Source: an optimization exercise on an open RTL-to-GDS flow (aim: small area and a short achievable clock period). Production flows keep margins and buffers that such runs may drop.
No run shown here included a check of the RTL's function; only the layout flow was run.
Power is estimated from default activity; no workload was simulated.

## flow/design.v (module list and top-level ports; edited modules follow where they fit)
// module ALU: 1011 lines
// module P_INV: 1 lines
// module P_ND2: 1 lines
// module P_NR2: 1 lines
// module P_AN2: 1 lines
// module P_OR2: 1 lines
// module P_ND3: 1 lines
// module P_AN3: 1 lines
// module P_O211AI: 1 lines
// module P_O311AI: 1 lines
// module P_O411AI: 1 lines
// module P_XOR2: 1 lines
// module P_XNR2: 1 lines
// module P_MX2I: 1 lines
// module P_OAI21: 1 lines
// module P_AOI21: 1 lines
// module P_O21A: 1 lines
// module P_HA: 1 lines
// module P_A222OI: 3 lines
// module ShifterSignExtender: 305 lines
// module XSel: 38 lines
// module AmtDec: 39 lines
// module ex_datapath: 92 lines
module ex_datapath(
    input  wire        CLK,
    input  wire [31:0] A,
    input  wire [31:0] Rm,
    input  wire [11:0] I,
    input  wire [1:0]  AM,
    input  wire        CIN,
    input  wire [3:0]  Op,
    output reg  [31:0] Out,
    output wire        Z,
    output wire        N,
    output reg         C,
    output reg         V
);
  // ...
==> flow/flow/run.sh <==
#!/bin/bash
set -euo pipefail
MARGIN=6.05
export BUFFER_PORTS_ARGS="-buffer_cell sky130_fd_sc_hd__buf_1"
sed "s|\"\${@:-finish}\"|SETUP_SLACK_MARGIN=${MARGIN} \"\${@:-finish}\"|" standard.sh > standard_margin.sh
grep -q "SETUP_SLACK_MARGIN=${MARGIN}" standard_margin.sh
bash standard_margin.sh > flow_make.log 2>&1
==> flow/standard.sh <==
#!/bin/bash
# synth_recipe.tcl (not shown) runs the flow's synth.tcl, then flattens the netlist and writes it again
# the make line also repeats each setting of config.mk as NAME=value (left out here)
make -C /OpenROAD-flow-scripts/flow DESIGN_CONFIG=/design/flow/config.mk WORK_HOME=/design/flow/orfs CLKGATE_MAP_FILE= SYNTH_SCRIPT=/design/flow/synth_recipe.tcl "${@:-finish}"
==> flow/config.mk <==
export PLATFORM = sky130hd
export DESIGN_NAME = ex_datapath
export DESIGN_NICKNAME = ex_datapath
export VERILOG_FILES = /design/flow/design.v
export SDC_FILE = /design/flow/constraint.sdc
export NUM_CORES = 4
export LEC_CHECK = 0
export CAP_MARGIN = 20
export CORE_MARGIN = 2
export CORE_UTILIZATION = 40
export CTS_BUF_LIST = sky130_fd_sc_hd__clkbuf_4 sky130_fd_sc_hd__clkbuf_8
export SLEW_MARGIN = 20
export SYNTH_HIERARCHICAL = 1
export TNS_END_PERCENT = 5
==> flow/constraint.sdc <==
create_clock -name core_clock -period 9.0 [get_ports {CLK}]
set_input_delay 1.8000 -clock core_clock [delete_from_list [all_inputs] [get_ports {CLK}]]
set_output_delay 1.8000 -clock core_clock [all_outputs]
set_load 0.01 [all_outputs]
==> results by group, run 1 <==
Run
  – Total of max-cap violations: 0

Pwr
  – Comb pwr: between 0.0009 and 0.001 W
  – Sw Ratio: 0.3784

Synthesis
  – YS warnings: 7
  – Post-synth top flop: dfxtp_1
  – Most common library cells after synthesis: mux2i_1 (241), dfxtp_1 (126), nand2_1 (96)
  – Synth Area in Compound Gates: 0.1510
  – Avg Cell Area, Syn: ~8.9 µm²
  – Post-synthesis register bit count: about 130
  – Largest family of logic cells by synthesized area: multiplexers

Layout
  – Final-layout clock buffer total: 23
  – Buffering overhead: 0.07903
  – Sequential Area: about 2500 µm²
  – Final instance area: ~10000 µm²
  – Invs w/o clock: 88

Floorplan
  – Die Area: roughly 22000 µm²
  – Die Ht: about 150 µm

STA
  – Fin. Hold Viols: 0
  – Final worst slack: 5.867 ns
  – Slew headroom: 0.6627
  – Max Fclk: between 0.3 and 0.4 GHz
  – Hold Worst Slack: about 0.44 ns

Route
  – M1 WL: around 10000 µm
  – Top layer in use: met4
  – 1st-pass router iterations: 9
  – Routed WL: 21970 µm

CTS
  – Setup bufs post-CTS: 9
  – Post-CTS sizing: 40
  – Hold buffers post-CTS: 0
  – Clk root buf: clkbuf_8

GRT
  – Gr busiest metal: met2

Setup path
  – Worst Path Required: about 9.4 ns
  – Reg2Reg Depth: 14
  – Crit path depth: 9
  – Reg-to-reg endpoint: zb[1]$_DFF_P_
  – Crit path DAT: ~3.5 ns
  – Crit path launch: I[6]
  – Setup crit start kind: input pin
  – CP Capture Type: flip-flop

Placed design
  – Placed Area: 9158 µm²
  – GP Congestion: between 0.8 and 0.9
  – Post-detail-place hpwl: about 16000 µm

Status
  – Status: timing/DRC/antenna clean
==> run 2: changes to the inputs <==
==> flow/flow/run.sh (replaced) <==
#!/bin/bash
set -euo pipefail
MARGIN=6.05
export BUFFER_PORTS_ARGS="-buffer_cell sky130_fd_sc_hd__buf_1"
export CTS_ARGS="-sink_clustering_enable -sink_clustering_size 30 -sink_clustering_max_diameter 60 -buf_list {sky130_fd_sc_hd__clkbuf_4 sky130_fd_sc_hd__clkbuf_8}"
sed "s|\"\${@:-finish}\"|SETUP_SLACK_MARGIN=${MARGIN} \"\${@:-finish}\"|" standard.sh > standard_margin.sh
grep -q "SETUP_SLACK_MARGIN=${MARGIN}" standard_margin.sh
bash standard_margin.sh > flow_make.log 2>&1
--- a/flow/config.mk
+++ b/flow/config.mk
@@ -8,7 +8,6 @@
 export CAP_MARGIN = 20
 export CORE_MARGIN = 2
 export CORE_UTILIZATION = 40
-export CTS_BUF_LIST = sky130_fd_sc_hd__clkbuf_4 sky130_fd_sc_hd__clkbuf_8
 export SLEW_MARGIN = 20
 export SYNTH_HIERARCHICAL = 1
 export TNS_END_PERCENT = 5
==> results by group, run 2 <==
Status
  – Status: timing/DRC/antenna clean (unchanged)

Synthesis
  – Largest area contributor in the netlist: dfxtp_1 (unchanged)
  – Syn nets: 1052 (unchanged)
  – Synth Instances: 925 (unchanged)
  – Post-synth top flop: dfxtp_1 (unchanged)
  – Ys async rst share: 0 (unchanged)
  – Most common cell in the netlist: mux2i_1 (unchanged)
  – Top post-synthesis cells by area: dfxtp_1 (31%), mux2i_1 (29%), ha_1 (6.5%) (unchanged)
  – Post-synthesis xor/xnor area fraction: 0.03715 (unchanged)
  – Mux cell area share after synthesis: 0.2924 (unchanged)
  – Top cell type's share of synthesized area: 0.3057 (unchanged)
  – Synth Area in Compound Gates: 0.1510 (unchanged)
  – Post-synth EDFFs: 0 (unchanged)
  – Largest family of logic cells by synthesized area: multiplexers (unchanged)
  – Post-synthesis register bit count: 126 (unchanged)
  – Netlist cell types: 37 (unchanged)
  – Post-Syn Area: 8250 µm² (unchanged)
  – YS warnings: 7 (unchanged)
  – Seq/Total Area, Yosys: 0.3057 (unchanged)
  – Post-synthesis adder-cell area fraction: 0.06521 (unchanged)
  – Avg Cell Area, Syn: 8.919 µm² (unchanged)
  – Simple-gate area share of the yosys netlist: 0.1057 (unchanged)
  – Most common library cells after synthesis: mux2i_1 (241), dfxtp_1 (126), nand2_1 (96) (unchanged)

Floorplan
  – FP Rows: 52 (unchanged)
  – Die Area: 21790 µm² (unchanged)
  – Core Footprint: 20230 µm² (unchanged)
  – Die Ht: 147.6 µm (unchanged)
  – Chip width: 147.6 µm (unchanged)
  – IO Pins: 120 (unchanged)
  – Starting density of the core: 0.4077 (unchanged)

Setup path
  – Max FO, Critical Path: 8 (unchanged)
  – Crit path DAT: 3.49 ns (about the same)
  – Kind of critical path: in -> reg (unchanged)
  – Worst Path Required: 9.36 ns (about the same)
  – CP Capture Type: flip-flop (unchanged)
  – FF-to-FF setup slack: 6.03 ns (about the same)
  – Setup crit start kind: input pin (unchanged)

Hold path
  – Min-delay worst type: reg -> reg (unchanged)

Pwr
  – P_leak: 4.317 nW (unchanged)
  – Worst vdd ir: 0.07135 mV (unchanged)
  – Clock power share: 0.237 (about the same)
  – PD cells: 219.4 nW/µm² (unchanged)
  – Sw Pwr: 0.0008385 W (unchanged)
  – Share of power burned in combinational logic: 0.427 (about the same)
  – Internal Power: 0.001378 W (unchanged)
  – Pwr Total: 0.002216 W (unchanged)
  – Sequential share of power: 0.337 (about the same)
  – Sw Ratio: 0.3784 (unchanged)

CTS
  – Worst skew pair latency: 0.45 ns (about the same)
  – Total CTS buffers: 17 (unchanged)
  – CTS Sinks: 126 (unchanged)
  – CTS H-Tree Depth: 4 (unchanged)
  – Bufs on Longest Clock Path: 2 (unchanged)
  – Clock Pin Slew Worst Setup and Hold Paths: 0.08 ns (about the same)
  – CTS tree: built (unchanged)
  – Clk root buf: clkbuf_8 (unchanged)

Layout
  – Synth-to-Final Area Change: 22.43% (unchanged)
  – Fin cells: 1369 (unchanged)
  – Largest registers: Out x32, rn_q x32, xn_q x32 (unchanged)
  – Multi-input logic area: 5674 µm² (unchanged)
  – Diode count: 0 (unchanged)
  – Share of layout cells above drive strength 1: 0.1365 (unchanged)
  – Final net count: 1213 (unchanged)
  – # fillers: 1883 (unchanged)
  – Commonest non-fill, non-tap cell in the layout: mux2i_1 (unchanged)
  – Finished Core Util: 0.4992 (unchanged)
  – Sequential Area: 2526 µm² (unchanged)
  – Most frequent cells in the layout: mux2i_1 (218), dfxtp_1 (125), buf_1 (113), nand2_1 (95), inv_1 (87) (unchanged)

STA
  – Fin Setup TNS: 0 ns (unchanged)
  – Final period util: 0.3481 (unchanged)
  – Slew headroom: 0.6627 (unchanged)
  – Max Fclk: 0.3191 GHz (unchanged)
  – Fin. Hold Viols: 0 (unchanged)
  – Minimum clock period: 3.133 ns (unchanged)
  – Final worst slack: 5.867 ns (unchanged)
  – RSZ-0062 raised after global routing: yes (unchanged)
  – Post-Route Skew: 0.01220 ns (unchanged)
  – Worst-Margin Slew: 0.4919 ns (unchanged)
  – Final setup vio count: 0 (unchanged)
  – Final Max Slew Viols: 0 (unchanged)

Placed design
  – Cells after DPL: 1321 (unchanged)
  – Post-detail-place hpwl: 16220 µm (unchanged)
  – Buffers added on ports: 119 (unchanged)
  – Pre-CTS setup slack: 4.632 ns (unchanged)
  – GP Congestion: 0.8915 (unchanged)

Route
  – Via count: 7129 (unchanged)
  – # DRC: 0 (unchanged)
  – Routed WL: 21970 µm (unchanged)
  – Final ANT Viol Nets: 0 (unchanged)
  – DRT iter0 DRCs: 573 (unchanged)
  – Via density per instance: 5.207 (unchanged)
  – Routed len/inst: 16.05 µm (unchanged)
  – 1st-pass router iterations: 9 (unchanged)

GRT
  – Antenna violations before repair: 0 (unchanged)
  – Pin count of the biggest net entering global routing: 41 (unchanged)
  – First-pass GRT wire length: 34890 µm (unchanged)
  – GRT overflow: 0 (unchanged)
  – Total GRT Usage: 0.2010 (unchanged)
  – Vias in the first global route: 6707 (unchanged)

Run
  – Total of max-cap violations: 0 (unchanged)
==> run 2: worst paths after layout <==
kind / depth (start not counted) / to / start
worst max-delay path: 9 / rn_q[4]$_DFF_P_ / I[6]
worst min-delay path: 1 / C$_DFF_P_ / csub_q$_DFF_P_
worst max register to register: 14 / zb[1]$_DFF_P_ / amt4_q$_DFF_P_
worst min register to register: 1 / C$_DFF_P_ / csub_q$_DFF_P_
==> run 2: logic make-up after synthesis <==
family | Yosys count
DFF | 126
AOI/OAI and AO/OA | 178
and+or+nand+nor | 211
buffers and inverters | 91
adders and majority gates | 43
muxes | 241
xor gates and xnor gates | 35
==> run 2: critical path, stage by stage <==
cell	delay, ns
buf_12	0.11
or2_4	0.27
nor2_4	0.14
mux2i_4	0.30
buf_12	0.16
clkbuf_16	0.16
mux2i_2	0.23
mux2i_1	0.13
mux2i_1	0.20
==> run 2: layout make-up <==
type	instances	area share
Clock inverter	9	0.01313
Inverter	88	0.03307
Tap cell	270	0.03344
Timing Repair Buffer	144	0.07903
Clock buffer	23	0.02948
Multi-Input combinational cell	709	0.5618
Sequential cell	126	0.2501
==> run 2: power groups by stage <==
stage,clock (W),sequential [W],combinational (W)
6_report,0.000524,0.000746,0.000946
5_1_grt,0.000559,0.000759,0.00105
4_1_cts,0.000536,0.000747,0.000916
3_5_place_dp,0,0.000764,0.000868
3_3_place_gp,0,0.000765,0.000856
2_1_floorplan,0,0.000795,0.000595
==> run 2: routing by layer <==
| layer | up-vias | track usage | routed length (µm) |
|---|---|---|---|
| met4 | 0 | 0.07356 | 567 |
| met1 | 3240 | 0.2620 | 10060 |
| met3 | 34 | 0.03457 | 1031 |
| met5 | - | 0 | 0 |
| li1 | 3633 | - | - |
| met2 | 222 | 0.3344 | 10310 |
==> run 2: Yosys stat by module (local to each module, per instance), excerpt <==
module    flip-flops and latches  area, µm²  cells inside  times used
P_OAI21                        0      5.005             1          80
P_O211AI                       0      12.51             1           1
P_INV                          0      3.754             1          78
P_XOR2                         0      8.758             1          12
P_AN3                          0      6.256             1           1
P_OR2                          0      6.256             1           1
P_HA                           0      12.51             1          32
P_MX2I                         0      10.01             1         240
P_NR2                          0      3.754             1          86
P_O411AI                       0      12.51             2           1
P_AOI21                        0      8.758             1          32
P_A222OI                       0      10.01             1          32
P_ND2                          0      3.754             1          88
P_O311AI                       0      8.758             1           1
==> run 2: per-stage QoR <==
step                cell area (µm²)  hold slack, ns
floorplan                      8307          0.3843
global placement               9158          0.4376
detailed placement             9158          0.4238
CTS                            9881          0.4384
global route                  10100          0.4742
finish                        10100          0.4412
==> run 2: repair_timing <==
item,in CTS,in global routing
resized for setup,40,37
endpoints found under the setup margin,79,63
pin swaps,4,4
hold buffers,0,0
setup buffers,9,4
gates cloned,2,1
==> module ShifterSignExtender, before the edit <==
module ShifterSignExtender(
    input  [31:0] Rm,
    input  [11:0] I,
    input         sel_rm,    
    input         ie_hi,     
    input  [3:0]  amt,
    output [31:0] Rn
);
    wire w1;
    wire w2;
    wire w3;
    wire w4;
    wire w5;
    wire w6;
    wire w7;
    wire w8;
    wire w9;
    wire w10;
    wire w11;
    wire w12;
    wire w13;
    wire w14;
    wire w15;
    wire w16;
    wire w17;
    wire w18;
    wire w19;
    wire w20;
    wire w21;
    wire w22;
    wire w23;
    wire w24;
    wire w25;
    wire w26;
    wire w27;
    wire w28;
    wire w29;
    wire w30;
    wire w31;
    wire w32;
    wire w33;
    wire w34;
    wire w35;
    wire w36;
    wire w37;
    wire w38;
    wire w39;
    wire w40;
    wire w41;
    wire w42;
    wire w43;
    wire w44;
    wire w45;
    wire w46;
    wire w47;
    wire w48;
    wire w49;
    wire w50;
    wire w51;
    wire w52;
    wire w53;
    wire w54;
    wire w55;
    wire w56;
    wire w57;
    wire w58;
    wire w59;
    wire w60;
    wire w61;
    wire w62;
    wire w63;
    wire w64;
    wire w65;
    wire w66;
    wire w67;
    wire w68;
    wire w69;
    wire w70;
    wire w71;
    wire w72;
    wire w73;
    wire w74;
    wire w75;
    wire w76;
    wire w77;
    wire w78;
    wire w79;
    wire w80;
    wire w81;
    wire w82;
    wire w83;
    wire w84;
    wire w85;
    wire w86;
    wire w87;
    wire w88;
    wire w89;
    wire w90;
    wire w91;
    wire w92;
    wire w93;
    wire w94;
    wire w95;
    wire w96;
    wire w97;
    wire w98;
    wire w99;
    wire w100;
    wire w101;
    wire w102;
    wire w103;
    wire w104;
    wire w105;
    wire w106;
    wire w107;
    wire w108;
    wire w109;
    wire w110;
    wire w111;
    wire w112;
    wire w113;
    wire w114;
    wire w115;
    wire w116;
    wire w117;
    wire w118;
    wire w119;
    wire w120;
    wire w121;
    wire w122;
    wire w123;
    wire w124;
    wire w125;
    wire w126;
    wire w127;
    wire w128;
    wire w129;
    wire w130;
    wire w131;
    wire w132;
    P_MX2I u1(.A0(I[0]), .A1(Rm[0]), .S(sel_rm), .Y(w1));
    P_MX2I u2(.A0(I[1]), .A1(Rm[1]), .S(sel_rm), .Y(w2));
    P_MX2I u3(.A0(I[2]), .A1(Rm[2]), .S(sel_rm), .Y(w3));
    P_MX2I u4(.A0(I[3]), .A1(Rm[3]), .S(sel_rm), .Y(w4));
    P_MX2I u5(.A0(I[4]), .A1(Rm[4]), .S(sel_rm), .Y(w5));
    P_MX2I u6(.A0(I[5]), .A1(Rm[5]), .S(sel_rm), .Y(w6));
    P_MX2I u7(.A0(I[6]), .A1(Rm[6]), .S(sel_rm), .Y(w7));
    P_MX2I u8(.A0(I[7]), .A1(Rm[7]), .S(sel_rm), .Y(w8));
    P_AN2 u9(.A(I[8]), .B(ie_hi), .Y(w9));
    P_MX2I u10(.A0(w9), .A1(Rm[8]), .S(sel_rm), .Y(w10));
    P_AN2 u11(.A(I[9]), .B(ie_hi), .Y(w11));
    P_MX2I u12(.A0(w11), .A1(Rm[9]), .S(sel_rm), .Y(w12));
    P_AN2 u13(.A(I[10]), .B(ie_hi), .Y(w13));
    P_MX2I u14(.A0(w13), .A1(Rm[10]), .S(sel_rm), .Y(w14));
    P_AN2 u15(.A(I[11]), .B(ie_hi), .Y(w15));
    P_MX2I u16(.A0(w15), .A1(Rm[11]), .S(sel_rm), .Y(w16));
    P_ND2 u17(.A(Rm[12]), .B(sel_rm), .Y(w17));
    P_ND2 u18(.A(Rm[13]), .B(sel_rm), .Y(w18));
    P_ND2 u19(.A(Rm[14]), .B(sel_rm), .Y(w19));
    P_ND2 u20(.A(Rm[15]), .B(sel_rm), .Y(w20));
    P_ND2 u21(.A(Rm[16]), .B(sel_rm), .Y(w21));
    P_ND2 u22(.A(Rm[17]), .B(sel_rm), .Y(w22));
    P_ND2 u23(.A(Rm[18]), .B(sel_rm), .Y(w23));
    P_ND2 u24(.A(Rm[19]), .B(sel_rm), .Y(w24));
    P_ND2 u25(.A(Rm[20]), .B(sel_rm), .Y(w25));
    P_ND2 u26(.A(Rm[21]), .B(sel_rm), .Y(w26));
    P_ND2 u27(.A(Rm[22]), .B(sel_rm), .Y(w27));
    P_ND2 u28(.A(Rm[23]), .B(sel_rm), .Y(w28));
    P_ND2 u29(.A(Rm[24]), .B(sel_rm), .Y(w29));
    P_ND2 u30(.A(Rm[25]), .B(sel_rm), .Y(w30));
    P_ND2 u31(.A(Rm[26]), .B(sel_rm), .Y(w31));
    P_ND2 u32(.A(Rm[27]), .B(sel_rm), .Y(w32));
    P_ND2 u33(.A(Rm[28]), .B(sel_rm), .Y(w33));
    P_ND2 u34(.A(Rm[29]), .B(sel_rm), .Y(w34));
    P_ND2 u35(.A(Rm[30]), .B(sel_rm), .Y(w35));
    P_ND2 u36(.A(Rm[31]), .B(sel_rm), .Y(w36));
    P_MX2I u37(.A0(w1), .A1(w2), .S(amt[0]), .Y(w37));
    P_MX2I u38(.A0(w2), .A1(w3), .S(amt[0]), .Y(w38));
    P_MX2I u39(.A0(w3), .A1(w4), .S(amt[0]), .Y(w39));
    P_MX2I u40(.A0(w4), .A1(w5), .S(amt[0]), .Y(w40));
    P_MX2I u41(.A0(w5), .A1(w6), .S(amt[0]), .Y(w41));
    P_MX2I u42(.A0(w6), .A1(w7), .S(amt[0]), .Y(w42));
    P_MX2I u43(.A0(w7), .A1(w8), .S(amt[0]), .Y(w43));
    P_MX2I u44(.A0(w8), .A1(w10), .S(amt[0]), .Y(w44));
    P_MX2I u45(.A0(w10), .A1(w12), .S(amt[0]), .Y(w45));
    P_MX2I u46(.A0(w12), .A1(w14), .S(amt[0]), .Y(w46));
    P_MX2I u47(.A0(w14), .A1(w16), .S(amt[0]), .Y(w47));
    P_MX2I u48(.A0(w16), .A1(w17), .S(amt[0]), .Y(w48));
    P_MX2I u49(.A0(w17), .A1(w18), .S(amt[0]), .Y(w49));
    P_MX2I u50(.A0(w18), .A1(w19), .S(amt[0]), .Y(w50));
    P_MX2I u51(.A0(w19), .A1(w20), .S(amt[0]), .Y(w51));
    P_MX2I u52(.A0(w20), .A1(w21), .S(amt[0]), .Y(w52));
    P_MX2I u53(.A0(w21), .A1(w22), .S(amt[0]), .Y(w53));
    P_MX2I u54(.A0(w22), .A1(w23), .S(amt[0]), .Y(w54));
    P_MX2I u55(.A0(w23), .A1(w24), .S(amt[0]), .Y(w55));
    P_MX2I u56(.A0(w24), .A1(w25), .S(amt[0]), .Y(w56));
    P_MX2I u57(.A0(w25), .A1(w26), .S(amt[0]), .Y(w57));
    P_MX2I u58(.A0(w26), .A1(w27), .S(amt[0]), .Y(w58));
    P_MX2I u59(.A0(w27), .A1(w28), .S(amt[0]), .Y(w59));
    P_MX2I u60(.A0(w28), .A1(w29), .S(amt[0]), .Y(w60));
    P_MX2I u61(.A0(w29), .A1(w30), .S(amt[0]), .Y(w61));
    P_MX2I u62(.A0(w30), .A1(w31), .S(amt[0]), .Y(w62));
    P_MX2I u63(.A0(w31), .A1(w32), .S(amt[0]), .Y(w63));
    P_MX2I u64(.A0(w32), .A1(w33), .S(amt[0]), .Y(w64));
    P_MX2I u65(.A0(w33), .A1(w34), .S(amt[0]), .Y(w65));
    P_MX2I u66(.A0(w34), .A1(w35), .S(amt[0]), .Y(w66));
    P_MX2I u67(.A0(w35), .A1(w36), .S(amt[0]), .Y(w67));
    P_MX2I u68(.A0(w36), .A1(w1), .S(amt[0]), .Y(w68));
    P_MX2I u69(.A0(w37), .A1(w39), .S(amt[1]), .Y(w69));
    P_MX2I u70(.A0(w38), .A1(w40), .S(amt[1]), .Y(w70));
    P_MX2I u71(.A0(w39), .A1(w41), .S(amt[1]), .Y(w71));
    P_MX2I u72(.A0(w40), .A1(w42), .S(amt[1]), .Y(w72));
    P_MX2I u73(.A0(w41), .A1(w43), .S(amt[1]), .Y(w73));
    P_MX2I u74(.A0(w42), .A1(w44), .S(amt[1]), .Y(w74));
    P_MX2I u75(.A0(w43), .A1(w45), .S(amt[1]), .Y(w75));
    P_MX2I u76(.A0(w44), .A1(w46), .S(amt[1]), .Y(w76));
    P_MX2I u77(.A0(w45), .A1(w47), .S(amt[1]), .Y(w77));
    P_MX2I u78(.A0(w46), .A1(w48), .S(amt[1]), .Y(w78));
    P_MX2I u79(.A0(w47), .A1(w49), .S(amt[1]), .Y(w79));
    P_MX2I u80(.A0(w48), .A1(w50), .S(amt[1]), .Y(w80));
    P_MX2I u81(.A0(w49), .A1(w51), .S(amt[1]), .Y(w81));
    P_MX2I u82(.A0(w50), .A1(w52), .S(amt[1]), .Y(w82));
    P_MX2I u83(.A0(w51), .A1(w53), .S(amt[1]), .Y(w83));
    P_MX2I u84(.A0(w52), .A1(w54), .S(amt[1]), .Y(w84));
    P_MX2I u85(.A0(w53), .A1(w55), .S(amt[1]), .Y(w85));
    P_MX2I u86(.A0(w54), .A1(w56), .S(amt[1]), .Y(w86));
    P_MX2I u87(.A0(w55), .A1(w57), .S(amt[1]), .Y(w87));
    P_MX2I u88(.A0(w56), .A1(w58), .S(amt[1]), .Y(w88));
    P_MX2I u89(.A0(w57), .A1(w59), .S(amt[1]), .Y(w89));
    P_MX2I u90(.A0(w58), .A1(w60), .S(amt[1]), .Y(w90));
    P_MX2I u91(.A0(w59), .A1(w61), .S(amt[1]), .Y(w91));
    P_MX2I u92(.A0(w60), .A1(w62), .S(amt[1]), .Y(w92));
    P_MX2I u93(.A0(w61), .A1(w63), .S(amt[1]), .Y(w93));
    P_MX2I u94(.A0(w62), .A1(w64), .S(amt[1]), .Y(w94));
    P_MX2I u95(.A0(w63), .A1(w65), .S(amt[1]), .Y(w95));
    P_MX2I u96(.A0(w64), .A1(w66), .S(amt[1]), .Y(w96));
    P_MX2I u97(.A0(w65), .A1(w67), .S(amt[1]), .Y(w97));
    P_MX2I u98(.A0(w66), .A1(w68), .S(amt[1]), .Y(w98));
    P_MX2I u99(.A0(w67), .A1(w37), .S(amt[1]), .Y(w99));
    P_MX2I u100(.A0(w68), .A1(w38), .S(amt[1]), .Y(w100));
    P_MX2I u101(.A0(w69), .A1(w73), .S(amt[2]), .Y(w101));
    P_MX2I u102(.A0(w70), .A1(w74), .S(amt[2]), .Y(w102));
    P_MX2I u103(.A0(w71), .A1(w75), .S(amt[2]), .Y(w103));
    P_MX2I u104(.A0(w72), .A1(w76), .S(amt[2]), .Y(w104));
    P_MX2I u105(.A0(w73), .A1(w77), .S(amt[2]), .Y(w105));
    P_MX2I u106(.A0(w74), .A1(w78), .S(amt[2]), .Y(w106));
    P_MX2I u107(.A0(w75), .A1(w79), .S(amt[2]), .Y(w107));
    P_MX2I u108(.A0(w76), .A1(w80), .S(amt[2]), .Y(w108));
    P_MX2I u109(.A0(w77), .A1(w81), .S(amt[2]), .Y(w109));
    P_MX2I u110(.A0(w78), .A1(w82), .S(amt[2]), .Y(w110));
    P_MX2I u111(.A0(w79), .A1(w83), .S(amt[2]), .Y(w111));
    P_MX2I u112(.A0(w80), .A1(w84), .S(amt[2]), .Y(w112));
    P_MX2I u113(.A0(w81), .A1(w85), .S(amt[2]), .Y(w113));
    P_MX2I u114(.A0(w82), .A1(w86), .S(amt[2]), .Y(w114));
    P_MX2I u115(.A0(w83), .A1(w87), .S(amt[2]), .Y(w115));
    P_MX2I u116(.A0(w84), .A1(w88), .S(amt[2]), .Y(w116));
    P_MX2I u117(.A0(w85), .A1(w89), .S(amt[2]), .Y(w117));
    P_MX2I u118(.A0(w86), .A1(w90), .S(amt[2]), .Y(w118));
    P_MX2I u119(.A0(w87), .A1(w91), .S(amt[2]), .Y(w119));
    P_MX2I u120(.A0(w88), .A1(w92), .S(amt[2]), .Y(w120));
    P_MX2I u121(.A0(w89), .A1(w93), .S(amt[2]), .Y(w121));
    P_MX2I u122(.A0(w90), .A1(w94), .S(amt[2]), .Y(w122));
    P_MX2I u123(.A0(w91), .A1(w95), .S(amt[2]), .Y(w123));
    P_MX2I u124(.A0(w92), .A1(w96), .S(amt[2]), .Y(w124));
    P_MX2I u125(.A0(w93), .A1(w97), .S(amt[2]), .Y(w125));
    P_MX2I u126(.A0(w94), .A1(w98), .S(amt[2]), .Y(w126));
    P_MX2I u127(.A0(w95), .A1(w99), .S(amt[2]), .Y(w127));
    P_MX2I u128(.A0(w96), .A1(w100), .S(amt[2]), .Y(w128));
    P_MX2I u129(.A0(w97), .A1(w69), .S(amt[2]), .Y(w129));
    P_MX2I u130(.A0(w98), .A1(w70), .S(amt[2]), .Y(w130));
    P_MX2I u131(.A0(w99), .A1(w71), .S(amt[2]), .Y(w131));
    P_MX2I u132(.A0(w100), .A1(w72), .S(amt[2]), .Y(w132));
    P_MX2I u133(.A0(w101), .A1(w109), .S(amt[3]), .Y(Rn[0]));
    P_MX2I u134(.A0(w102), .A1(w110), .S(amt[3]), .Y(Rn[1]));
    P_MX2I u135(.A0(w103), .A1(w111), .S(amt[3]), .Y(Rn[2]));
    P_MX2I u136(.A0(w104), .A1(w112), .S(amt[3]), .Y(Rn[3]));
    P_MX2I u137(.A0(w105), .A1(w113), .S(amt[3]), .Y(Rn[4]));
    P_MX2I u138(.A0(w106), .A1(w114), .S(amt[3]), .Y(Rn[5]));
    P_MX2I u139(.A0(w107), .A1(w115), .S(amt[3]), .Y(Rn[6]));
    P_MX2I u140(.A0(w108), .A1(w116), .S(amt[3]), .Y(Rn[7]));
    P_MX2I u141(.A0(w109), .A1(w117), .S(amt[3]), .Y(Rn[8]));
    P_MX2I u142(.A0(w110), .A1(w118), .S(amt[3]), .Y(Rn[9]));
    P_MX2I u143(.A0(w111), .A1(w119), .S(amt[3]), .Y(Rn[10]));
    P_MX2I u144(.A0(w112), .A1(w120), .S(amt[3]), .Y(Rn[11]));
    P_MX2I u145(.A0(w113), .A1(w121), .S(amt[3]), .Y(Rn[12]));
    P_MX2I u146(.A0(w114), .A1(w122), .S(amt[3]), .Y(Rn[13]));
    P_MX2I u147(.A0(w115), .A1(w123), .S(amt[3]), .Y(Rn[14]));
    P_MX2I u148(.A0(w116), .A1(w124), .S(amt[3]), .Y(Rn[15]));
    P_MX2I u149(.A0(w117), .A1(w125), .S(amt[3]), .Y(Rn[16]));
    P_MX2I u150(.A0(w118), .A1(w126), .S(amt[3]), .Y(Rn[17]));
    P_MX2I u151(.A0(w119), .A1(w127), .S(amt[3]), .Y(Rn[18]));
    P_MX2I u152(.A0(w120), .A1(w128), .S(amt[3]), .Y(Rn[19]));
    P_MX2I u153(.A0(w121), .A1(w129), .S(amt[3]), .Y(Rn[20]));
    P_MX2I u154(.A0(w122), .A1(w130), .S(amt[3]), .Y(Rn[21]));
    P_MX2I u155(.A0(w123), .A1(w131), .S(amt[3]), .Y(Rn[22]));
    P_MX2I u156(.A0(w124), .A1(w132), .S(amt[3]), .Y(Rn[23]));
    P_MX2I u157(.A0(w125), .A1(w101), .S(amt[3]), .Y(Rn[24]));
    P_MX2I u158(.A0(w126), .A1(w102), .S(amt[3]), .Y(Rn[25]));
    P_MX2I u159(.A0(w127), .A1(w103), .S(amt[3]), .Y(Rn[26]));
    P_MX2I u160(.A0(w128), .A1(w104), .S(amt[3]), .Y(Rn[27]));
    P_MX2I u161(.A0(w129), .A1(w105), .S(amt[3]), .Y(Rn[28]));
    P_MX2I u162(.A0(w130), .A1(w106), .S(amt[3]), .Y(Rn[29]));
    P_MX2I u163(.A0(w131), .A1(w107), .S(amt[3]), .Y(Rn[30]));
    P_MX2I u164(.A0(w132), .A1(w108), .S(amt[3]), .Y(Rn[31]));
endmodule
==> module AmtDec, before the edit <==
module AmtDec(
    input  [1:0]  AM,
    input  [11:5] I,
    output [4:0]  amt
);
    wire w133;
    wire w134;
    wire w135;
    wire w136;
    wire w137;
    wire w138;
    wire w139;
    wire w140;
    wire w141;
    wire w142;
    wire w143;
    wire w144;
    wire w145;
    wire w146;
    P_OR2 u1(.A(I[6]), .B(I[5]), .Y(w133));
    P_ND3 u2(.A(AM[1]), .B(AM[0]), .C(I[7]), .Y(w134));
    P_NR2 u3(.A(w134), .B(w133), .Y(w135));
    P_O211AI u4(.A1(I[7]), .A2(I[8]), .B1(AM[1]), .C1(AM[0]), .Y(w136));
    P_NR2 u5(.A(w136), .B(w133), .Y(w137));
    P_O311AI u6(.A1(I[7]), .A2(I[8]), .A3(I[9]), .B1(AM[1]), .C1(AM[0]), .Y(w138));
    P_NR2 u7(.A(w138), .B(w133), .Y(w139));
    P_O411AI u8(.A1(I[7]), .A2(I[8]), .A3(I[9]), .A4(I[10]), .B1(AM[1]), .C1(AM[0]), .Y(w140));
    P_NR2 u9(.A(w140), .B(w133), .Y(w141));
    P_XNR2 u10(.A(AM[1]), .B(AM[0]), .Y(w142));
    P_AN3 u11(.A(I[7]), .B(AM[1]), .C(AM[0]), .Y(amt[0]));
    P_ND2 u12(.A(w142), .B(I[8]), .Y(w143));
    P_MX2I u13(.A0(w143), .A1(I[8]), .S(w135), .Y(amt[1]));
    P_ND2 u14(.A(w142), .B(I[9]), .Y(w144));
    P_MX2I u15(.A0(w144), .A1(I[9]), .S(w137), .Y(amt[2]));
    P_ND2 u16(.A(w142), .B(I[10]), .Y(w145));
    P_MX2I u17(.A0(w145), .A1(I[10]), .S(w139), .Y(amt[3]));
    P_ND2 u18(.A(w142), .B(I[11]), .Y(w146));
    P_MX2I u19(.A0(w146), .A1(I[11]), .S(w141), .Y(amt[4]));
endmodule
==> module ex_datapath, before the edit <==
module ex_datapath(
    input  wire        CLK,
    input  wire [31:0] A,
    input  wire [31:0] Rm,
    input  wire [11:0] I,
    input  wire [1:0]  AM,
    input  wire        CIN,
    input  wire [3:0]  Op,
    output reg  [31:0] Out,
    output wire        Z,
    output wire        N,
    output reg         C,
    output reg         V
);
    wire add   = (Op[3:1] == 3'b000);
    wire fsub  = (Op[3:1] == 3'b001);
    wire rsub  = (Op[3:1] == 3'b010);
    wire arith = add | fsub | rsub;
    wire cin   = rsub ? ~(Op[0] & CIN) : (add | fsub) & Op[0] & CIN;
    wire invA  = fsub | rsub | (Op == 4'b1100) | (Op == 4'b1011);
    wire zA    = (Op[3:1] == 3'b101) | (Op[3:2] == 2'b11 & Op[1:0] != 2'b00);
    wire enB   = (Op != 4'b1001);
    wire vg = fsub | (Op == 4'b0110) | (Op == 4'b0111);
    wire vp = add | rsub | (Op == 4'b0111) | (Op == 4'b1000) | (Op == 4'b1010) | (Op == 4'b1011);
    wire vk = fsub | (Op == 4'b1001) | (Op == 4'b1100);
    wire       am_sh = AM[1] & AM[0];
    wire       am00  = ~AM[1] & ~AM[0];
    wire [4:0] sh    = I[11:7];
    wire [1:0] ty    = I[6:5];
    wire       lsl   = am_sh & (ty == 2'b00);
    wire       asr   = am_sh & (ty == 2'b10);
    wire       masked = am_sh & (ty != 2'b11);
    wire [4:0] amt;
    AmtDec amtdec(.AM(AM), .I(I[11:5]), .amt(amt));
    wire       sel_rm = AM[0];
    wire       ie_hi  = AM[1];
    wire       fill   = enB & asr & Rm[31];
    wire [3:0] gt, eq;
    wire [7:0] ge;
    genvar a, b;
    generate for (a = 0; a < 4; a = a + 1) begin : g_a
        wire [1:0] aa = lsl ? a : 3 - a;
        assign gt[a] = enB & (~masked | (aa > sh[4:3]));
        assign eq[a] = enB & masked & (aa == sh[4:3]);
    end endgenerate
    generate for (b = 0; b < 8; b = b + 1) begin : g_b
        wire [2:0] bb = lsl ? b : 7 - b;
        assign ge[b] = (bb >= sh[2:0]);
    end endgenerate
    wire [31:0] xn;
    XSel xsel(.A(A), .x0(invA), .x1(~zA ^ invA), .Xn(xn));
    wire [31:0] sh_rn;
    ShifterSignExtender shifter(.Rm(Rm), .I(I), .sel_rm(sel_rm), .ie_hi(ie_hi),
                                .amt(amt[3:0]), .Rn(sh_rn));
    reg [31:0] xn_q, rn_q;
    reg        amt4_q, fill_q;
    reg [3:0]  gtn_q, eqn_q;
    reg [7:0]  gen_q;
    reg        arith_q, cinn_q, csub_q, vg_q, vp_q, vk_q;
    always @(posedge CLK) begin
        xn_q    <= xn;
        rn_q    <= sh_rn;
        amt4_q  <= amt[4];
        fill_q  <= fill;
        gtn_q   <= ~gt;
        eqn_q   <= ~eq;
        gen_q   <= ~ge;
        arith_q <= arith;
        cinn_q  <= ~cin;
        csub_q  <= fsub | rsub;
        vg_q    <= vg;
        vp_q    <= vp;
        vk_q    <= vk;
    end
    wire [31:0] alu_out;
    wire [3:0]  alu_zb;
    wire        cout, c31, pall, p31, g31;
    ALU alu(.xn(xn_q), .Rn(rn_q), .amt4(amt4_q), .gtn(gtn_q), .eqn(eqn_q), .gen(gen_q),
            .fill(fill_q), .arith(arith_q), .cinn(cinn_q), .vg(vg_q), .vp(vp_q), .vk(vk_q),
            .Out(alu_out), .zb(alu_zb), .cout(cout), .c31(c31), .pall(pall), .p31(p31), .g31(g31));
    wire alu_c = arith_q & cout & ~(csub_q & pall);
    wire alu_v = arith_q & (c31 ^ cout);
    reg [3:0] zb;    
    always @(posedge CLK) begin
        Out <= alu_out;
        C   <= alu_c;
        V   <= alu_v;
        zb  <= alu_zb;
    end
    assign Z = &zb;
    assign N = Out[31];
endmodule
==> run 3: changes to the inputs <==
--- a/flow/design.v
+++ b/flow/design.v
@@ -1034,7 +1034,7 @@
     input  [11:0] I,
     input         sel_rm,    
     input         ie_hi,     
-    input  [3:0]  amt,
+    input  [15:0] amt,       
     output [31:0] Rn
 );
     wire w1;
@@ -1213,30 +1213,30 @@
     P_MX2I u42(.A0(w6), .A1(w7), .S(amt[0]), .Y(w42));
     P_MX2I u43(.A0(w7), .A1(w8), .S(amt[0]), .Y(w43));
     P_MX2I u44(.A0(w8), .A1(w10), .S(amt[0]), .Y(w44));
-    P_MX2I u45(.A0(w10), .A1(w12), .S(amt[0]), .Y(w45));
-    P_MX2I u46(.A0(w12), .A1(w14), .S(amt[0]), .Y(w46));
-    P_MX2I u47(.A0(w14), .A1(w16), .S(amt[0]), .Y(w47));
-    P_MX2I u48(.A0(w16), .A1(w17), .S(amt[0]), .Y(w48));
-    P_MX2I u49(.A0(w17), .A1(w18), .S(amt[0]), .Y(w49));
-    P_MX2I u50(.A0(w18), .A1(w19), .S(amt[0]), .Y(w50));
-    P_MX2I u51(.A0(w19), .A1(w20), .S(amt[0]), .Y(w51));
-    P_MX2I u52(.A0(w20), .A1(w21), .S(amt[0]), .Y(w52));
-    P_MX2I u53(.A0(w21), .A1(w22), .S(amt[0]), .Y(w53));
-    P_MX2I u54(.A0(w22), .A1(w23), .S(amt[0]), .Y(w54));
-    P_MX2I u55(.A0(w23), .A1(w24), .S(amt[0]), .Y(w55));
-    P_MX2I u56(.A0(w24), .A1(w25), .S(amt[0]), .Y(w56));
-    P_MX2I u57(.A0(w25), .A1(w26), .S(amt[0]), .Y(w57));
-    P_MX2I u58(.A0(w26), .A1(w27), .S(amt[0]), .Y(w58));
-    P_MX2I u59(.A0(w27), .A1(w28), .S(amt[0]), .Y(w59));
-    P_MX2I u60(.A0(w28), .A1(w29), .S(amt[0]), .Y(w60));
-    P_MX2I u61(.A0(w29), .A1(w30), .S(amt[0]), .Y(w61));
-    P_MX2I u62(.A0(w30), .A1(w31), .S(amt[0]), .Y(w62));
-    P_MX2I u63(.A0(w31), .A1(w32), .S(amt[0]), .Y(w63));
-    P_MX2I u64(.A0(w32), .A1(w33), .S(amt[0]), .Y(w64));
-    P_MX2I u65(.A0(w33), .A1(w34), .S(amt[0]), .Y(w65));
-    P_MX2I u66(.A0(w34), .A1(w35), .S(amt[0]), .Y(w66));
-    P_MX2I u67(.A0(w35), .A1(w36), .S(amt[0]), .Y(w67));
-    P_MX2I u68(.A0(w36), .A1(w1), .S(amt[0]), .Y(w68));
+    P_MX2I u45(.A0(w10), .A1(w12), .S(amt[4]), .Y(w45));
+    P_MX2I u46(.A0(w12), .A1(w14), .S(amt[4]), .Y(w46));
+    P_MX2I u47(.A0(w14), .A1(w16), .S(amt[4]), .Y(w47));
+    P_MX2I u48(.A0(w16), .A1(w17), .S(amt[4]), .Y(w48));
+    P_MX2I u49(.A0(w17), .A1(w18), .S(amt[4]), .Y(w49));
+    P_MX2I u50(.A0(w18), .A1(w19), .S(amt[4]), .Y(w50));
+    P_MX2I u51(.A0(w19), .A1(w20), .S(amt[4]), .Y(w51));
+    P_MX2I u52(.A0(w20), .A1(w21), .S(amt[4]), .Y(w52));
+    P_MX2I u53(.A0(w21), .A1(w22), .S(amt[8]), .Y(w53));
+    P_MX2I u54(.A0(w22), .A1(w23), .S(amt[8]), .Y(w54));
+    P_MX2I u55(.A0(w23), .A1(w24), .S(amt[8]), .Y(w55));
+    P_MX2I u56(.A0(w24), .A1(w25), .S(amt[8]), .Y(w56));
+    P_MX2I u57(.A0(w25), .A1(w26), .S(amt[8]), .Y(w57));
+    P_MX2I u58(.A0(w26), .A1(w27), .S(amt[8]), .Y(w58));
+    P_MX2I u59(.A0(w27), .A1(w28), .S(amt[8]), .Y(w59));
+    P_MX2I u60(.A0(w28), .A1(w29), .S(amt[8]), .Y(w60));
+    P_MX2I u61(.A0(w29), .A1(w30), .S(amt[12]), .Y(w61));
+    P_MX2I u62(.A0(w30), .A1(w31), .S(amt[12]), .Y(w62));
+    P_MX2I u63(.A0(w31), .A1(w32), .S(amt[12]), .Y(w63));
+    P_MX2I u64(.A0(w32), .A1(w33), .S(amt[12]), .Y(w64));
+    P_MX2I u65(.A0(w33), .A1(w34), .S(amt[12]), .Y(w65));
+    P_MX2I u66(.A0(w34), .A1(w35), .S(amt[12]), .Y(w66));
+    P_MX2I u67(.A0(w35), .A1(w36), .S(amt[12]), .Y(w67));
+    P_MX2I u68(.A0(w36), .A1(w1), .S(amt[12]), .Y(w68));
     P_MX2I u69(.A0(w37), .A1(w39), .S(amt[1]), .Y(w69));
     P_MX2I u70(.A0(w38), .A1(w40), .S(amt[1]), .Y(w70));
     P_MX2I u71(.A0(w39), .A1(w41), .S(amt[1]), .Y(w71));
@@ -1245,30 +1245,30 @@
     P_MX2I u74(.A0(w42), .A1(w44), .S(amt[1]), .Y(w74));
     P_MX2I u75(.A0(w43), .A1(w45), .S(amt[1]), .Y(w75));
     P_MX2I u76(.A0(w44), .A1(w46), .S(amt[1]), .Y(w76));
-    P_MX2I u77(.A0(w45), .A1(w47), .S(amt[1]), .Y(w77));
-    P_MX2I u78(.A0(w46), .A1(w48), .S(amt[1]), .Y(w78));
-    P_MX2I u79(.A0(w47), .A1(w49), .S(amt[1]), .Y(w79));
-    P_MX2I u80(.A0(w48), .A1(w50), .S(amt[1]), .Y(w80));
-    P_MX2I u81(.A0(w49), .A1(w51), .S(amt[1]), .Y(w81));
-    P_MX2I u82(.A0(w50), .A1(w52), .S(amt[1]), .Y(w82));
-    P_MX2I u83(.A0(w51), .A1(w53), .S(amt[1]), .Y(w83));
-    P_MX2I u84(.A0(w52), .A1(w54), .S(amt[1]), .Y(w84));
-    P_MX2I u85(.A0(w53), .A1(w55), .S(amt[1]), .Y(w85));
-    P_MX2I u86(.A0(w54), .A1(w56), .S(amt[1]), .Y(w86));
-    P_MX2I u87(.A0(w55), .A1(w57), .S(amt[1]), .Y(w87));
-    P_MX2I u88(.A0(w56), .A1(w58), .S(amt[1]), .Y(w88));
-    P_MX2I u89(.A0(w57), .A1(w59), .S(amt[1]), .Y(w89));
-    P_MX2I u90(.A0(w58), .A1(w60), .S(amt[1]), .Y(w90));
-    P_MX2I u91(.A0(w59), .A1(w61), .S(amt[1]), .Y(w91));
-    P_MX2I u92(.A0(w60), .A1(w62), .S(amt[1]), .Y(w92));
-    P_MX2I u93(.A0(w61), .A1(w63), .S(amt[1]), .Y(w93));
-    P_MX2I u94(.A0(w62), .A1(w64), .S(amt[1]), .Y(w94));
-    P_MX2I u95(.A0(w63), .A1(w65), .S(amt[1]), .Y(w95));
-    P_MX2I u96(.A0(w64), .A1(w66), .S(amt[1]), .Y(w96));
-    P_MX2I u97(.A0(w65), .A1(w67), .S(amt[1]), .Y(w97));
-    P_MX2I u98(.A0(w66), .A1(w68), .S(amt[1]), .Y(w98));
-    P_MX2I u99(.A0(w67), .A1(w37), .S(amt[1]), .Y(w99));
-    P_MX2I u100(.A0(w68), .A1(w38), .S(amt[1]), .Y(w100));
+    P_MX2I u77(.A0(w45), .A1(w47), .S(amt[5]), .Y(w77));
+    P_MX2I u78(.A0(w46), .A1(w48), .S(amt[5]), .Y(w78));
+    P_MX2I u79(.A0(w47), .A1(w49), .S(amt[5]), .Y(w79));
+    P_MX2I u80(.A0(w48), .A1(w50), .S(amt[5]), .Y(w80));
+    P_MX2I u81(.A0(w49), .A1(w51), .S(amt[5]), .Y(w81));
+    P_MX2I u82(.A0(w50), .A1(w52), .S(amt[5]), .Y(w82));
+    P_MX2I u83(.A0(w51), .A1(w53), .S(amt[5]), .Y(w83));
+    P_MX2I u84(.A0(w52), .A1(w54), .S(amt[5]), .Y(w84));
+    P_MX2I u85(.A0(w53), .A1(w55), .S(amt[9]), .Y(w85));
+    P_MX2I u86(.A0(w54), .A1(w56), .S(amt[9]), .Y(w86));
+    P_MX2I u87(.A0(w55), .A1(w57), .S(amt[9]), .Y(w87));
+    P_MX2I u88(.A0(w56), .A1(w58), .S(amt[9]), .Y(w88));
+    P_MX2I u89(.A0(w57), .A1(w59), .S(amt[9]), .Y(w89));
+    P_MX2I u90(.A0(w58), .A1(w60), .S(amt[9]), .Y(w90));
+    P_MX2I u91(.A0(w59), .A1(w61), .S(amt[9]), .Y(w91));
+    P_MX2I u92(.A0(w60), .A1(w62), .S(amt[9]), .Y(w92));
+    P_MX2I u93(.A0(w61), .A1(w63), .S(amt[13]), .Y(w93));
+    P_MX2I u94(.A0(w62), .A1(w64), .S(amt[13]), .Y(w94));
+    P_MX2I u95(.A0(w63), .A1(w65), .S(amt[13]), .Y(w95));
+    P_MX2I u96(.A0(w64), .A1(w66), .S(amt[13]), .Y(w96));
+    P_MX2I u97(.A0(w65), .A1(w67), .S(amt[13]), .Y(w97));
+    P_MX2I u98(.A0(w66), .A1(w68), .S(amt[13]), .Y(w98));
+    P_MX2I u99(.A0(w67), .A1(w37), .S(amt[13]), .Y(w99));
+    P_MX2I u100(.A0(w68), .A1(w38), .S(amt[13]), .Y(w100));
     P_MX2I u101(.A0(w69), .A1(w73), .S(amt[2]), .Y(w101));
     P_MX2I u102(.A0(w70), .A1(w74), .S(amt[2]), .Y(w102));
     P_MX2I u103(.A0(w71), .A1(w75), .S(amt[2]), .Y(w103));
@@ -1277,30 +1277,30 @@
     P_MX2I u106(.A0(w74), .A1(w78), .S(amt[2]), .Y(w106));
     P_MX2I u107(.A0(w75), .A1(w79), .S(amt[2]), .Y(w107));
     P_MX2I u108(.A0(w76), .A1(w80), .S(amt[2]), .Y(w108));
-    P_MX2I u109(.A0(w77), .A1(w81), .S(amt[2]), .Y(w109));
-    P_MX2I u110(.A0(w78), .A1(w82), .S(amt[2]), .Y(w110));
-    P_MX2I u111(.A0(w79), .A1(w83), .S(amt[2]), .Y(w111));
-    P_MX2I u112(.A0(w80), .A1(w84), .S(amt[2]), .Y(w112));
-    P_MX2I u113(.A0(w81), .A1(w85), .S(amt[2]), .Y(w113));
-    P_MX2I u114(.A0(w82), .A1(w86), .S(amt[2]), .Y(w114));
-    P_MX2I u115(.A0(w83), .A1(w87), .S(amt[2]), .Y(w115));
-    P_MX2I u116(.A0(w84), .A1(w88), .S(amt[2]), .Y(w116));
-    P_MX2I u117(.A0(w85), .A1(w89), .S(amt[2]), .Y(w117));
-    P_MX2I u118(.A0(w86), .A1(w90), .S(amt[2]), .Y(w118));
-    P_MX2I u119(.A0(w87), .A1(w91), .S(amt[2]), .Y(w119));
-    P_MX2I u120(.A0(w88), .A1(w92), .S(amt[2]), .Y(w120));
-    P_MX2I u121(.A0(w89), .A1(w93), .S(amt[2]), .Y(w121));
-    P_MX2I u122(.A0(w90), .A1(w94), .S(amt[2]), .Y(w122));
-    P_MX2I u123(.A0(w91), .A1(w95), .S(amt[2]), .Y(w123));
-    P_MX2I u124(.A0(w92), .A1(w96), .S(amt[2]), .Y(w124));
-    P_MX2I u125(.A0(w93), .A1(w97), .S(amt[2]), .Y(w125));
-    P_MX2I u126(.A0(w94), .A1(w98), .S(amt[2]), .Y(w126));
-    P_MX2I u127(.A0(w95), .A1(w99), .S(amt[2]), .Y(w127));
-    P_MX2I u128(.A0(w96), .A1(w100), .S(amt[2]), .Y(w128));
-    P_MX2I u129(.A0(w97), .A1(w69), .S(amt[2]), .Y(w129));
-    P_MX2I u130(.A0(w98), .A1(w70), .S(amt[2]), .Y(w130));
-    P_MX2I u131(.A0(w99), .A1(w71), .S(amt[2]), .Y(w131));
-    P_MX2I u132(.A0(w100), .A1(w72), .S(amt[2]), .Y(w132));
+    P_MX2I u109(.A0(w77), .A1(w81), .S(amt[6]), .Y(w109));
+    P_MX2I u110(.A0(w78), .A1(w82), .S(amt[6]), .Y(w110));
+    P_MX2I u111(.A0(w79), .A1(w83), .S(amt[6]), .Y(w111));
+    P_MX2I u112(.A0(w80), .A1(w84), .S(amt[6]), .Y(w112));
+    P_MX2I u113(.A0(w81), .A1(w85), .S(amt[6]), .Y(w113));
+    P_MX2I u114(.A0(w82), .A1(w86), .S(amt[6]), .Y(w114));
+    P_MX2I u115(.A0(w83), .A1(w87), .S(amt[6]), .Y(w115));
+    P_MX2I u116(.A0(w84), .A1(w88), .S(amt[6]), .Y(w116));
+    P_MX2I u117(.A0(w85), .A1(w89), .S(amt[10]), .Y(w117));
+    P_MX2I u118(.A0(w86), .A1(w90), .S(amt[10]), .Y(w118));
+    P_MX2I u119(.A0(w87), .A1(w91), .S(amt[10]), .Y(w119));
+    P_MX2I u120(.A0(w88), .A1(w92), .S(amt[10]), .Y(w120));
+    P_MX2I u121(.A0(w89), .A1(w93), .S(amt[10]), .Y(w121));
+    P_MX2I u122(.A0(w90), .A1(w94), .S(amt[10]), .Y(w122));
+    P_MX2I u123(.A0(w91), .A1(w95), .S(amt[10]), .Y(w123));
+    P_MX2I u124(.A0(w92), .A1(w96), .S(amt[10]), .Y(w124));
+    P_MX2I u125(.A0(w93), .A1(w97), .S(amt[14]), .Y(w125));
+    P_MX2I u126(.A0(w94), .A1(w98), .S(amt[14]), .Y(w126));
+    P_MX2I u127(.A0(w95), .A1(w99), .S(amt[14]), .Y(w127));
+    P_MX2I u128(.A0(w96), .A1(w100), .S(amt[14]), .Y(w128));
+    P_MX2I u129(.A0(w97), .A1(w69), .S(amt[14]), .Y(w129));
+    P_MX2I u130(.A0(w98), .A1(w70), .S(amt[14]), .Y(w130));
+    P_MX2I u131(.A0(w99), .A1(w71), .S(amt[14]), .Y(w131));
+    P_MX2I u132(.A0(w100), .A1(w72), .S(amt[14]), .Y(w132));
     P_MX2I u133(.A0(w101), .A1(w109), .S(amt[3]), .Y(Rn[0]));
     P_MX2I u134(.A0(w102), .A1(w110), .S(amt[3]), .Y(Rn[1]));
     P_MX2I u135(.A0(w103), .A1(w111), .S(amt[3]), .Y(Rn[2]));
@@ -1309,30 +1309,30 @@
     P_MX2I u138(.A0(w106), .A1(w114), .S(amt[3]), .Y(Rn[5]));
     P_MX2I u139(.A0(w107), .A1(w115), .S(amt[3]), .Y(Rn[6]));
     P_MX2I u140(.A0(w108), .A1(w116), .S(amt[3]), .Y(Rn[7]));
-    P_MX2I u141(.A0(w109), .A1(w117), .S(amt[3]), .Y(Rn[8]));
-    P_MX2I u142(.A0(w110), .A1(w118), .S(amt[3]), .Y(Rn[9]));
-    P_MX2I u143(.A0(w111), .A1(w119), .S(amt[3]), .Y(Rn[10]));
-    P_MX2I u144(.A0(w112), .A1(w120), .S(amt[3]), .Y(Rn[11]));
-    P_MX2I u145(.A0(w113), .A1(w121), .S(amt[3]), .Y(Rn[12]));
-    P_MX2I u146(.A0(w114), .A1(w122), .S(amt[3]), .Y(Rn[13]));
-    P_MX2I u147(.A0(w115), .A1(w123), .S(amt[3]), .Y(Rn[14]));
-    P_MX2I u148(.A0(w116), .A1(w124), .S(amt[3]), .Y(Rn[15]));
-    P_MX2I u149(.A0(w117), .A1(w125), .S(amt[3]), .Y(Rn[16]));
-    P_MX2I u150(.A0(w118), .A1(w126), .S(amt[3]), .Y(Rn[17]));
-    P_MX2I u151(.A0(w119), .A1(w127), .S(amt[3]), .Y(Rn[18]));
-    P_MX2I u152(.A0(w120), .A1(w128), .S(amt[3]), .Y(Rn[19]));
-    P_MX2I u153(.A0(w121), .A1(w129), .S(amt[3]), .Y(Rn[20]));
-    P_MX2I u154(.A0(w122), .A1(w130), .S(amt[3]), .Y(Rn[21]));
-    P_MX2I u155(.A0(w123), .A1(w131), .S(amt[3]), .Y(Rn[22]));
-    P_MX2I u156(.A0(w124), .A1(w132), .S(amt[3]), .Y(Rn[23]));
-    P_MX2I u157(.A0(w125), .A1(w101), .S(amt[3]), .Y(Rn[24]));
-    P_MX2I u158(.A0(w126), .A1(w102), .S(amt[3]), .Y(Rn[25]));
-    P_MX2I u159(.A0(w127), .A1(w103), .S(amt[3]), .Y(Rn[26]));
-    P_MX2I u160(.A0(w128), .A1(w104), .S(amt[3]), .Y(Rn[27]));
-    P_MX2I u161(.A0(w129), .A1(w105), .S(amt[3]), .Y(Rn[28]));
-    P_MX2I u162(.A0(w130), .A1(w106), .S(amt[3]), .Y(Rn[29]));
-    P_MX2I u163(.A0(w131), .A1(w107), .S(amt[3]), .Y(Rn[30]));
-    P_MX2I u164(.A0(w132), .A1(w108), .S(amt[3]), .Y(Rn[31]));
+    P_MX2I u141(.A0(w109), .A1(w117), .S(amt[7]), .Y(Rn[8]));
+    P_MX2I u142(.A0(w110), .A1(w118), .S(amt[7]), .Y(Rn[9]));
+    P_MX2I u143(.A0(w111), .A1(w119), .S(amt[7]), .Y(Rn[10]));
+    P_MX2I u144(.A0(w112), .A1(w120), .S(amt[7]), .Y(Rn[11]));
+    P_MX2I u145(.A0(w113), .A1(w121), .S(amt[7]), .Y(Rn[12]));
+    P_MX2I u146(.A0(w114), .A1(w122), .S(amt[7]), .Y(Rn[13]));
+    P_MX2I u147(.A0(w115), .A1(w123), .S(amt[7]), .Y(Rn[14]));
+    P_MX2I u148(.A0(w116), .A1(w124), .S(amt[7]), .Y(Rn[15]));
+    P_MX2I u149(.A0(w117), .A1(w125), .S(amt[11]), .Y(Rn[16]));
+    P_MX2I u150(.A0(w118), .A1(w126), .S(amt[11]), .Y(Rn[17]));
+    P_MX2I u151(.A0(w119), .A1(w127), .S(amt[11]), .Y(Rn[18]));
+    P_MX2I u152(.A0(w120), .A1(w128), .S(amt[11]), .Y(Rn[19]));
+    P_MX2I u153(.A0(w121), .A1(w129), .S(amt[11]), .Y(Rn[20]));
+    P_MX2I u154(.A0(w122), .A1(w130), .S(amt[11]), .Y(Rn[21]));
+    P_MX2I u155(.A0(w123), .A1(w131), .S(amt[11]), .Y(Rn[22]));
+    P_MX2I u156(.A0(w124), .A1(w132), .S(amt[11]), .Y(Rn[23]));
+    P_MX2I u157(.A0(w125), .A1(w101), .S(amt[15]), .Y(Rn[24]));
+    P_MX2I u158(.A0(w126), .A1(w102), .S(amt[15]), .Y(Rn[25]));
+    P_MX2I u159(.A0(w127), .A1(w103), .S(amt[15]), .Y(Rn[26]));
+    P_MX2I u160(.A0(w128), .A1(w104), .S(amt[15]), .Y(Rn[27]));
+    P_MX2I u161(.A0(w129), .A1(w105), .S(amt[15]), .Y(Rn[28]));
+    P_MX2I u162(.A0(w130), .A1(w106), .S(amt[15]), .Y(Rn[29]));
+    P_MX2I u163(.A0(w131), .A1(w107), .S(amt[15]), .Y(Rn[30]));
+    P_MX2I u164(.A0(w132), .A1(w108), .S(amt[15]), .Y(Rn[31]));
 endmodule
 module XSel(
     input  [31:0] A,
@@ -1375,7 +1375,8 @@
 module AmtDec(
     input  [1:0]  AM,
     input  [11:5] I,
-    output [4:0]  amt
+    output [15:0] amt,
+    output        amt4
 );
     wire w133;
     wire w134;
@@ -1402,14 +1403,26 @@
     P_NR2 u9(.A(w140), .B(w133), .Y(w141));
     P_XNR2 u10(.A(AM[1]), .B(AM[0]), .Y(w142));
     P_AN3 u11(.A(I[7]), .B(AM[1]), .C(AM[0]), .Y(amt[0]));
-    P_ND2 u12(.A(w142), .B(I[8]), .Y(w143));
-    P_MX2I u13(.A0(w143), .A1(I[8]), .S(w135), .Y(amt[1]));
-    P_ND2 u14(.A(w142), .B(I[9]), .Y(w144));
-    P_MX2I u15(.A0(w144), .A1(I[9]), .S(w137), .Y(amt[2]));
-    P_ND2 u16(.A(w142), .B(I[10]), .Y(w145));
-    P_MX2I u17(.A0(w145), .A1(I[10]), .S(w139), .Y(amt[3]));
-    P_ND2 u18(.A(w142), .B(I[11]), .Y(w146));
-    P_MX2I u19(.A0(w146), .A1(I[11]), .S(w141), .Y(amt[4]));
+    P_AN3 u12(.A(I[7]), .B(AM[1]), .C(AM[0]), .Y(amt[4]));
+    P_AN3 u13(.A(I[7]), .B(AM[1]), .C(AM[0]), .Y(amt[8]));
+    P_AN3 u14(.A(I[7]), .B(AM[1]), .C(AM[0]), .Y(amt[12]));
+    P_ND2 u15(.A(w142), .B(I[8]), .Y(w143));
+    P_MX2I u16(.A0(w143), .A1(I[8]), .S(w135), .Y(amt[1]));
+    P_MX2I u17(.A0(w143), .A1(I[8]), .S(w135), .Y(amt[5]));
+    P_MX2I u18(.A0(w143), .A1(I[8]), .S(w135), .Y(amt[9]));
+    P_MX2I u19(.A0(w143), .A1(I[8]), .S(w135), .Y(amt[13]));
+    P_ND2 u20(.A(w142), .B(I[9]), .Y(w144));
+    P_MX2I u21(.A0(w144), .A1(I[9]), .S(w137), .Y(amt[2]));
+    P_MX2I u22(.A0(w144), .A1(I[9]), .S(w137), .Y(amt[6]));
+    P_MX2I u23(.A0(w144), .A1(I[9]), .S(w137), .Y(amt[10]));
+    P_MX2I u24(.A0(w144), .A1(I[9]), .S(w137), .Y(amt[14]));
+    P_ND2 u25(.A(w142), .B(I[10]), .Y(w145));
+    P_MX2I u26(.A0(w145), .A1(I[10]), .S(w139), .Y(amt[3]));
+    P_MX2I u27(.A0(w145), .A1(I[10]), .S(w139), .Y(amt[7]));
+    P_MX2I u28(.A0(w145), .A1(I[10]), .S(w139), .Y(amt[11]));
+    P_MX2I u29(.A0(w145), .A1(I[10]), .S(w139), .Y(amt[15]));
+    P_ND2 u30(.A(w142), .B(I[11]), .Y(w146));
+    P_MX2I u31(.A0(w146), .A1(I[11]), .S(w141), .Y(amt4));
 endmodule
 module ex_datapath(
     input  wire        CLK,
@@ -1443,8 +1456,9 @@
     wire       lsl   = am_sh & (ty == 2'b00);
     wire       asr   = am_sh & (ty == 2'b10);
     wire       masked = am_sh & (ty != 2'b11);
-    wire [4:0] amt;
-    AmtDec amtdec(.AM(AM), .I(I[11:5]), .amt(amt));
+    wire [15:0] amt;
+    wire        amt4;
+    AmtDec amtdec(.AM(AM), .I(I[11:5]), .amt(amt), .amt4(amt4));
     wire       sel_rm = AM[0];
     wire       ie_hi  = AM[1];
     wire       fill   = enB & asr & Rm[31];
@@ -1464,7 +1478,7 @@
     XSel xsel(.A(A), .x0(invA), .x1(~zA ^ invA), .Xn(xn));
     wire [31:0] sh_rn;
     ShifterSignExtender shifter(.Rm(Rm), .I(I), .sel_rm(sel_rm), .ie_hi(ie_hi),
-                                .amt(amt[3:0]), .Rn(sh_rn));
+                                .amt(amt), .Rn(sh_rn));
     reg [31:0] xn_q, rn_q;
     reg        amt4_q, fill_q;
     reg [3:0]  gtn_q, eqn_q;
@@ -1473,7 +1487,7 @@
     always @(posedge CLK) begin
         xn_q    <= xn;
         rn_q    <= sh_rn;
-        amt4_q  <= amt[4];
+        amt4_q  <= amt4;
         fill_q  <= fill;
         gtn_q   <= ~gt;
         eqn_q   <= ~eq;
==> flow/flow/run.sh (replaced) <==
#!/bin/bash
set -euo pipefail
MARGIN=6.1
export BUFFER_PORTS_ARGS="-buffer_cell sky130_fd_sc_hd__buf_1"
sed "s|\"\${@:-finish}\"|SETUP_SLACK_MARGIN=${MARGIN} \"\${@:-finish}\"|" standard.sh > standard_margin.sh
grep -q "SETUP_SLACK_MARGIN=${MARGIN}" standard_margin.sh
bash standard_margin.sh > flow_make.log 2>&1
--- a/flow/config.mk
+++ b/flow/config.mk
@@ -8,6 +8,7 @@
 export CAP_MARGIN = 20
 export CORE_MARGIN = 2
 export CORE_UTILIZATION = 40
+export CTS_BUF_LIST = sky130_fd_sc_hd__clkbuf_4 sky130_fd_sc_hd__clkbuf_8
 export SLEW_MARGIN = 20
 export SYNTH_HIERARCHICAL = 1
 export TNS_END_PERCENT = 5
==> results by group, run 3 <==
Hold path
  – Min-delay worst type: reg -> reg (unchanged)
  – Hold Startpoint: cinn_q$_DFF_P_ (was csub_q$_DFF_P_)

Setup path
  – Worst path bufs/invs: 3 (unchanged)
  – Critical path, cell by cell: buf_8, or2_4, nor2_4, buf_12, mux2i_4, buf_12, mux2i_4, mux2i_1, mux2i_1 (was buf_12, or2_4, nor2_4, mux2i_4, buf_12, clkbuf_16, mux2i_2, mux2i_1, mux2i_1)
  – Crit path DAT: 3.47 ns (was 3.49 ns)
  – Max FO, Critical Path: 8 (unchanged)
  – Worst Path Required: 9.37 ns (was 9.36 ns)
  – Kind of critical path: in -> reg (unchanged)
  – CP Capture Type: flip-flop (unchanged)
  – FF-to-FF setup slack: 6.08 ns (was 6.03 ns)
  – Delay-heaviest family, CP: multiplexers (unchanged)

Synthesis
  – Ys async rst share: 0 (unchanged)
  – Netlist cell types: 37 (unchanged)
  – Synth Instances: 937 (was 925)
  – Avg Cell Area, Syn: 8.921 µm² (was 8.919 µm²)
  – Syn nets: 1064 (was 1052)
  – Top cell type's share of synthesized area: 0.3018 (was 0.3057)
  – Post-Syn Area: 8359 µm² (was 8250 µm²)

Layout
  – Diode count: 0 (unchanged)
  – Commonest non-fill, non-tap cell in the layout: mux2i_1 (unchanged)

STA
  – Minimum clock period: 3.094 ns (was 3.133 ns)
  – Hold Worst Slack: 0.4918 ns (was 0.4412 ns)
  – Final setup vio count: 0 (unchanged)

CTS
  – Hold buffers post-CTS: 0 (unchanged)
  – Clock Pin Slew Worst Setup and Hold Paths: 0.08 ns (about the same)
  – Total CTS buffers: 17 (unchanged)

Pwr
  – P_leak: 4.576 nW (was 4.317 nW)
  – Worst vdd ir: 0.1002 mV (was 0.07135 mV)

GRT
  – First-pass GRT wire length: 37150 µm (was 34890 µm)

Floorplan
  – Starting density of the core: 0.4105 (was 0.4077)

Placed design
  – Post-detail-place hpwl: 16990 µm (was 16220 µm)

Route
  – 1st-pass router iterations: 7 (was 9)
  – Routed WL: 24630 µm (was 21970 µm)

Status
  – Status: timing/DRC/antenna clean (unchanged)
==> run 3: worst max path at each step <==
stage | from | end | slack [ns] | depth (start not counted)
6_report | I[5] | rn_q[14]$_DFF_P_ | 5.91 | 9
5_1_grt | I[5] | rn_q[31]$_DFF_P_ | 5.88 | 9
3_3_place_gp | AM[0] | gtn_q[1]$_DFF_P_ | 4.73 | 7
2_1_floorplan | I[5] | rn_q[16]$_DFF_P_ | 5.68 | 6
3_5_place_dp | AM[0] | rn_q[14]$_DFF_P_ | 4.66 | 7
4_1_cts | I[6] | rn_q[14]$_DFF_P_ | 5.96 | 9
==> run 3: kinds of logic (layout without fill, tap and decap cells) <==
family,after synthesis,count (layout),synth area share
simple gates,214,215,0.1066
xor+xnor,35,35,0.03667
flops,126,126,0.3018
fa+ha+maj,43,43,0.06436
compound gates,178,179,0.1491
buf+inv,91,284,0.04221
mux,250,250,0.2994
==> run 3: modules after synthesis (local to each module, per instance), excerpt <==
module,area [µm²],times used,flops+latches,cells inside
P_ND3,5.005,1,0,1
P_NR2,3.754,86,0,1
P_OAI21,5.005,80,0,1
P_AN2,6.256,4,0,1
P_MX2I,10.01,249,0,1
P_AOI21,8.758,32,0,1
P_O211AI,12.51,1,0,1
P_O411AI,12.51,1,0,2
P_AN3,6.256,4,0,1
==> run 3: worst reg2reg max path, cell delays in order (launching register included) <==
cell	delay, ns
dfxtp_4	0.44
mux2i_4	0.28
mux2i_1	0.12
ha_1	0.33
nor2_1	0.13
nand2_1	0.07
o21a_2	0.16
o21ai_4	0.22
a21oi_4	0.11
o21ai_4	0.18
buf_4	0.22
a21oi_2	0.08
xor2_1	0.28
nor2_1	0.09
nand2_1	0.07
nor2_1	0.05
==> run 3: area by class of cell <==
class | count | share of cell area
inverters | 88 | 0.03026
clock inverters | 14 | 0.01548
flip-flops and latches | 126 | 0.2317
repair buffers | 164 | 0.09951
well taps | 270 | 0.03095
clock buffers | 18 | 0.02270
multi-input cells | 722 | 0.5694
==> run 3: what timing repair did <==
action                     4_1_cts  5_1_grt
setup buffers                   24       13
resized for setup               48       76
pin swaps                        6       17
cloned                           2        2
setup endpoints to repair      111      100
==> run 3: per-stage QoR <==
step                      setup slack [ns]  instance area, µm²  cells    util
final                                5.906               10910   1402  0.5359
after global routing                 5.876               10910   1402  0.5359
after global placement               4.734                9423   1329  0.4627
after detailed placement             4.660                9423   1329  0.4627
after floorplan                      5.678                8603    937       -
after CTS                            5.961               10450   1387  0.5131
==> run 3: routing by layer <==
metal  vias up  GRT usage  share of wire
met5         -          0              0
met4         0    0.09429          0.037
met3        50    0.04816          0.064
met2       286     0.3514           0.46
met1      3470     0.2761           0.44
li1       3717          -              -
==> run 3: report_power, final <==
part	switching (W)	leakage [nW]	internal, W
Sequential	0.0000615	1.06	0.000691
Combinational	0.000620	3.32	0.000432
Clock	0.000234	0.197	0.000280
Total	0.000916	4.58	0.00140

Re-timed with assumed drivers on the ports (clkbuf_16 on the clock, buf_2 on other inputs), run 3 has 5.901 ns of setup slack against 5.906 ns with ideal ports, and 5.411 ns once port delays also move by the mid clock arrival of 0.490 ns.
